Source: an optimization exercise on an open RTL-to-GDS flow (aim: small area). Production flows keep margins and buffers that such runs may drop. In this exercise RTL edits were held to simulation tests only and were not proved equivalent to the original. No driver is modelled on the clock port, so clocking that relies on it looks cheaper here than on a real chip. Power figures rest on the tool's default switching activity, not on a simulated workload.

// AppAlarmClockForFPGA
module AppAlarmClockForFPGA (
	clk,
	pushBtn,
	switches,
	led,
	buzzer,
	ps,
	seg0, seg1,
	seg2, seg3,
	seg4, seg5
);
clock: 10.0 ns
lec_check: 0
cap_margin: 20
core_margin: 2
core_utilization: 60
slew_margin: 20
standard.sh (not shown) runs the stock make flow with config.mk's settings and CLKGATE_MAP_FILE= SYNTH_SCRIPT=/design/flow/synth_recipe.tcl, a recipe that flattens the netlist after the stock synthesis.
==> flow/flow/run.sh <==
#!/bin/bash
# Layout flow: the standard ORFS flow with these changes
#  - synthesis: ORFS's synthesis script run with each area-oriented ABC script in
#    flow/abc_*.script (and without the adder-cell extraction); the netlist with the
#    smallest cell area is kept. Registers are mapped before ABC, exactly as in the
#    standard synthesis, which runs first and whose netlist is compared register by register.
#  - port buffers are the smallest buffer (buf_1)
#  - global placement keeps none of its timing-driven buffering (GPL_KEEP_OVERFLOW=0)
#  - CTS with clkbuf_8 buffers and without dummy loads; a leaf buffer whose flip-flop
#    clock pins would see more than 110 ps of slew becomes a clkbuf_16 (flow/clock_fix.tcl)
# Each tool's output goes to a log file in the work folder.
set -euo pipefail
WORK=$(pwd)
RES=results/$FLOW_PLATFORM/AppAlarmClockForFPGA/base

# standard synthesis, kept for reference (register names and cells)
bash standard.sh SCRIPTS_DIR=$FLOW_HOME/scripts synth > std_synth.log 2>&1
mkdir -p std
cp orfs/$RES/1_2_yosys.v std/1_2_yosys.v
rm -rf orfs

# synthesis candidates, in parallel
for s in flow/abc_*.script; do
  n=$(basename $s .script)
  rm -rf scripts_$n orfs_$n
  cp -r "$FLOW_HOME/scripts" scripts_$n
  cp $s scripts_$n/abc_area.script
  bash standard.sh SCRIPTS_DIR=$WORK/scripts_$n WORK_HOME=$WORK/orfs_$n ABC_AREA=1 ADDER_MAP_FILE= synth > synth_$n.log 2>&1 &
done
wait
best=$(python3 flow/pick.py orfs_abc_* 2> pick.log)
echo "picked $best" >> pick.log
mv orfs_$best orfs

python3 flow/regs.py std/1_2_yosys.v orfs/$RES/1_2_yosys.v > regs_check.log 2>&1

export BUFFER_PORTS_ARGS="-buffer_cell sky130_fd_sc_hd__buf_1"
export GPL_KEEP_OVERFLOW=0
export POST_CTS_TCL=$WORK/flow/clock_fix.tcl
export CTS_ARGS="-sink_clustering_enable -repair_clock_nets -dont_use_dummy_load -buf_list sky130_fd_sc_hd__clkbuf_8 -root_buf sky130_fd_sc_hd__clkbuf_8"
bash standard.sh > layout.log 2>&1
==> flow/flow/clock_fix.tcl <==
estimate_parasitics -placement
set m16 [[ord::get_db] findMaster sky130_fd_sc_hd__clkbuf_16]
set changed 0
foreach inst [[ord::get_db_block] getInsts] {
  if { [[$inst getMaster] getName] ne "sky130_fd_sc_hd__clkbuf_8" } { continue }
  set onet [[$inst findITerm X] getNet]
  if { $onet eq "NULL" } { continue }
  set worst 0
  foreach it [$onet getITerms] {
    if { ![$it isInputSignal] } { continue }
    if { ![string match "sky130_fd_sc_hd__df*" [[[$it getInst] getMaster] getName]] } { continue }
    set p [get_pins -quiet "[[$it getInst] getName]/[[$it getMTerm] getName]"]
    if { [llength $p] != 1 } { continue }
    set s [get_property $p slew_max]
    if { $s > $worst } { set worst $s }
  }
  if { $worst > 0.110 } {
    $inst swapMaster $m16
    incr changed
    puts "clock_fix: [$inst getName] -> clkbuf_16 (clock pin slew $worst ns)"
  }
}
if { $changed } {
  detailed_placement
  check_placement -verbose
  estimate_parasitics -placement
}
Other scripts of this flow, unchanged in this note and not shown: flow/flow/abc_a.script, flow/flow/abc_b.script, flow/flow/abc_c.script, flow/flow/abc_d.script, flow/flow/pick.py, flow/flow/regs.py
Edit:
- CORE_UTILIZATION: 60 -> 75
Wire length goes up by 2.0%.
Die area goes down by 19%.
Clock skew goes down by 5.7 ps.
Synthesized area does not change.
Combinational power goes up by about 3%.
Clock power is about the same.
Register-to-register slack loses 30 ps.
Setup slack loses 87 ps.
Edit:
--- a/flow/flow/run.sh
+++ b/flow/flow/run.sh
@@ -7,6 +7,5 @@
 #  - port buffers are the smallest buffer (buf_1)
 #  - global placement keeps none of its timing-driven buffering (GPL_KEEP_OVERFLOW=0)
-#  - CTS with clkbuf_8 buffers and without dummy loads; a leaf buffer whose flip-flop
-#    clock pins would see more than 110 ps of slew becomes a clkbuf_16 (flow/clock_fix.tcl)
+#  - CTS with clkbuf_8 buffers and without dummy loads
 # Each tool's output goes to a log file in the work folder.
 set -euo pipefail
@@ -37,5 +36,4 @@
 export BUFFER_PORTS_ARGS="-buffer_cell sky130_fd_sc_hd__buf_1"
 export GPL_KEEP_OVERFLOW=0
-export POST_CTS_TCL=$WORK/flow/clock_fix.tcl
 export CTS_ARGS="-sink_clustering_enable -repair_clock_nets -dont_use_dummy_load -buf_list sky130_fd_sc_hd__clkbuf_8 -root_buf sky130_fd_sc_hd__clkbuf_8"
 bash standard.sh > layout.log 2>&1
- CORE_UTILIZATION: 75 -> 60
removed: flow/flow/clock_fix.tcl
After rerunning:
- The new run produced a clean layout
- sequential share of layout area went down by 0.18 points
- setup slack gains 3.3 ps
- area after synthesis is unchanged
- total power decreases slightly
- non-clock buffer count is unchanged
- final area rose slightly
- flip-flop and latch count is unchanged

---

== the previous run ==
AppAlarmClockForFPGA, a different RTL version from the one above (not shown whole).
For scale: about 720 cells after synthesis, ~110 flip-flops, about 75 I/O pins, ~6100 um2 of cells after synthesis.
make LEC_CHECK=0 CAP_MARGIN=20 CORE_MARGIN=2 CORE_UTILIZATION=40 SLEW_MARGIN=20 finish   # period 10.0 ns
run.sh (not shown) runs the stock make flow with config.mk's settings and CLKGATE_MAP_FILE= SYNTH_SCRIPT=/design/flow/synth_recipe.tcl, a recipe that flattens the netlist after the stock synthesis.
Stock flow here: none of the scripts above is used.
The flow did not stop early for the previous run: all stages ran, and the layout cleared the timing, DRC and antenna checks.
Inputs modified between the previous run and the current run:
==> flow/flow/run.sh (new file) <==
#!/bin/bash
# Layout flow: the standard ORFS flow with three changes
#  - synthesis maps the logic with an area-oriented ABC script (flow/abc_area.script)
#    and without the adder-cell extraction; registers are mapped exactly as in the
#    standard synthesis, which runs first and whose netlist is compared register by register
#  - port buffers are the smallest buffer (buf_1)
#  - CTS without dummy loads
# Each tool's output goes to a log file in the work folder.
set -euo pipefail
WORK=$(pwd)

# standard synthesis, kept for reference (register names and cells)
bash standard.sh SCRIPTS_DIR=$FLOW_HOME/scripts synth > std_synth.log 2>&1
mkdir -p std
cp orfs/results/$FLOW_PLATFORM/AppAlarmClockForFPGA/base/1_2_yosys.v std/1_2_yosys.v
rm -rf orfs

# ORFS scripts with the area ABC script
rm -rf orfs_scripts
cp -r "$FLOW_HOME/scripts" orfs_scripts
cp flow/abc_area.script orfs_scripts/abc_area.script

bash standard.sh SCRIPTS_DIR=$WORK/orfs_scripts ABC_AREA=1 ADDER_MAP_FILE= synth > synth.log 2>&1

python3 flow/regs.py std/1_2_yosys.v orfs/results/$FLOW_PLATFORM/AppAlarmClockForFPGA/base/1_2_yosys.v > regs_check.log 2>&1

export BUFFER_PORTS_ARGS="-buffer_cell sky130_fd_sc_hd__buf_1"
export CTS_ARGS="-sink_clustering_enable -repair_clock_nets -dont_use_dummy_load"
bash standard.sh > layout.log 2>&1
==> flow/flow/abc_area.script (new file) <==
strash
&get -n
&deepsyn -T 30
&put
amap
==> flow/flow/regs.py (new file) <==
# Compare the flip-flops (instance name -> cell type) of two Yosys netlists; exit 1 on a difference.
import re, sys

def regs(path):
    text = open(path).read()
    out = {}
    for m in re.finditer(r'^\s*(sky130_fd_sc_hd__(?:df|edf|sdf|dl)\w*)\s+(\S+)\s*\(', text, re.M):
        out[m.group(2)] = re.sub(r'_\d+$', '', m.group(1))
    return out

a, b = regs(sys.argv[1]), regs(sys.argv[2])
print(f"standard: {len(a)} registers, this flow: {len(b)} registers")
bad = 0
for k in sorted(set(a) | set(b)):
    if a.get(k) != b.get(k):
        print(f"differs: {k}: {a.get(k)} vs {b.get(k)}")
        bad += 1
print("registers match" if bad == 0 else f"{bad} differences")
sys.exit(1 if bad else 0)
==> flow/standard.sh (new file) <==
#!/bin/bash
# synth_recipe.tcl (not shown) runs the flow's synth.tcl, then flattens the netlist and writes it again
# the make line also repeats each setting of config.mk as NAME=value (left out here)
make -C /OpenROAD-flow-scripts/flow DESIGN_CONFIG=/design/flow/config.mk WORK_HOME=/design/flow/orfs CLKGATE_MAP_FILE= SYNTH_SCRIPT=/design/flow/synth_recipe.tcl "${@:-finish}"
removed: flow/run.sh
Findings:
The current run finished every step from synthesis to the final layout, and the layout passed the timing, DRC and antenna checks.
The previous run | status: complete | timing, DRC, antenna: pass
The previous run reports its dominant combinational cell family by area after synthesis as simple AND/OR/NAND/NOR gates while the current run reports compound AO/OA/AOI/OAI gates.
[the current run] count of inverters other than clock inverters in the layout rose 76 relative to the previous run
The current run against the previous run: part of the power in combinational logic increased by 0.7 points relative to the old numbers; number of clock buffer instances in the layout decreased by 1 relative to the old numbers; met1 capacity usage during global routing decreased by 0.21 points relative to the old numbers.

-- what the ideal ports hide --
The flow's constraints put no driver on any port. The routed layouts listed below were extracted and timed again, unchanged, in two steps. Step 1 assumes that a clkbuf_16 drives the clock port and a buf_2 every other input. Step 2 moves the port delays by t, midway between the first and last clock arrival at a register: inputs arrive t later, outputs are due t later. That takes back most of the time a late clock gives input paths. a / b / c = ideal ports / drivers / drivers and shift; a / b = the first two.
| run | t (ns) | setup slack, ns | worst slew at a driven data input, ns |
|---|---|---|---|
| the first run of note 1 | 0.388 | 4.373 / 4.339 / 4.727 | 0.03 |
| the second run of note 1 | 0.391 | 4.286 / 4.253 / 4.644 | 0.03 |
| the third run of note 1 | 0.392 | 4.289 / 4.256 / 4.648 | 0.03 |
| the previous run | 0.394 | 4.619 / 4.578 / 4.972 | 0.03 |
| the current run | 0.384 | 4.903 / 4.864 / 4.927 | 0.03 |
After both steps every run listed still meets setup and hold.
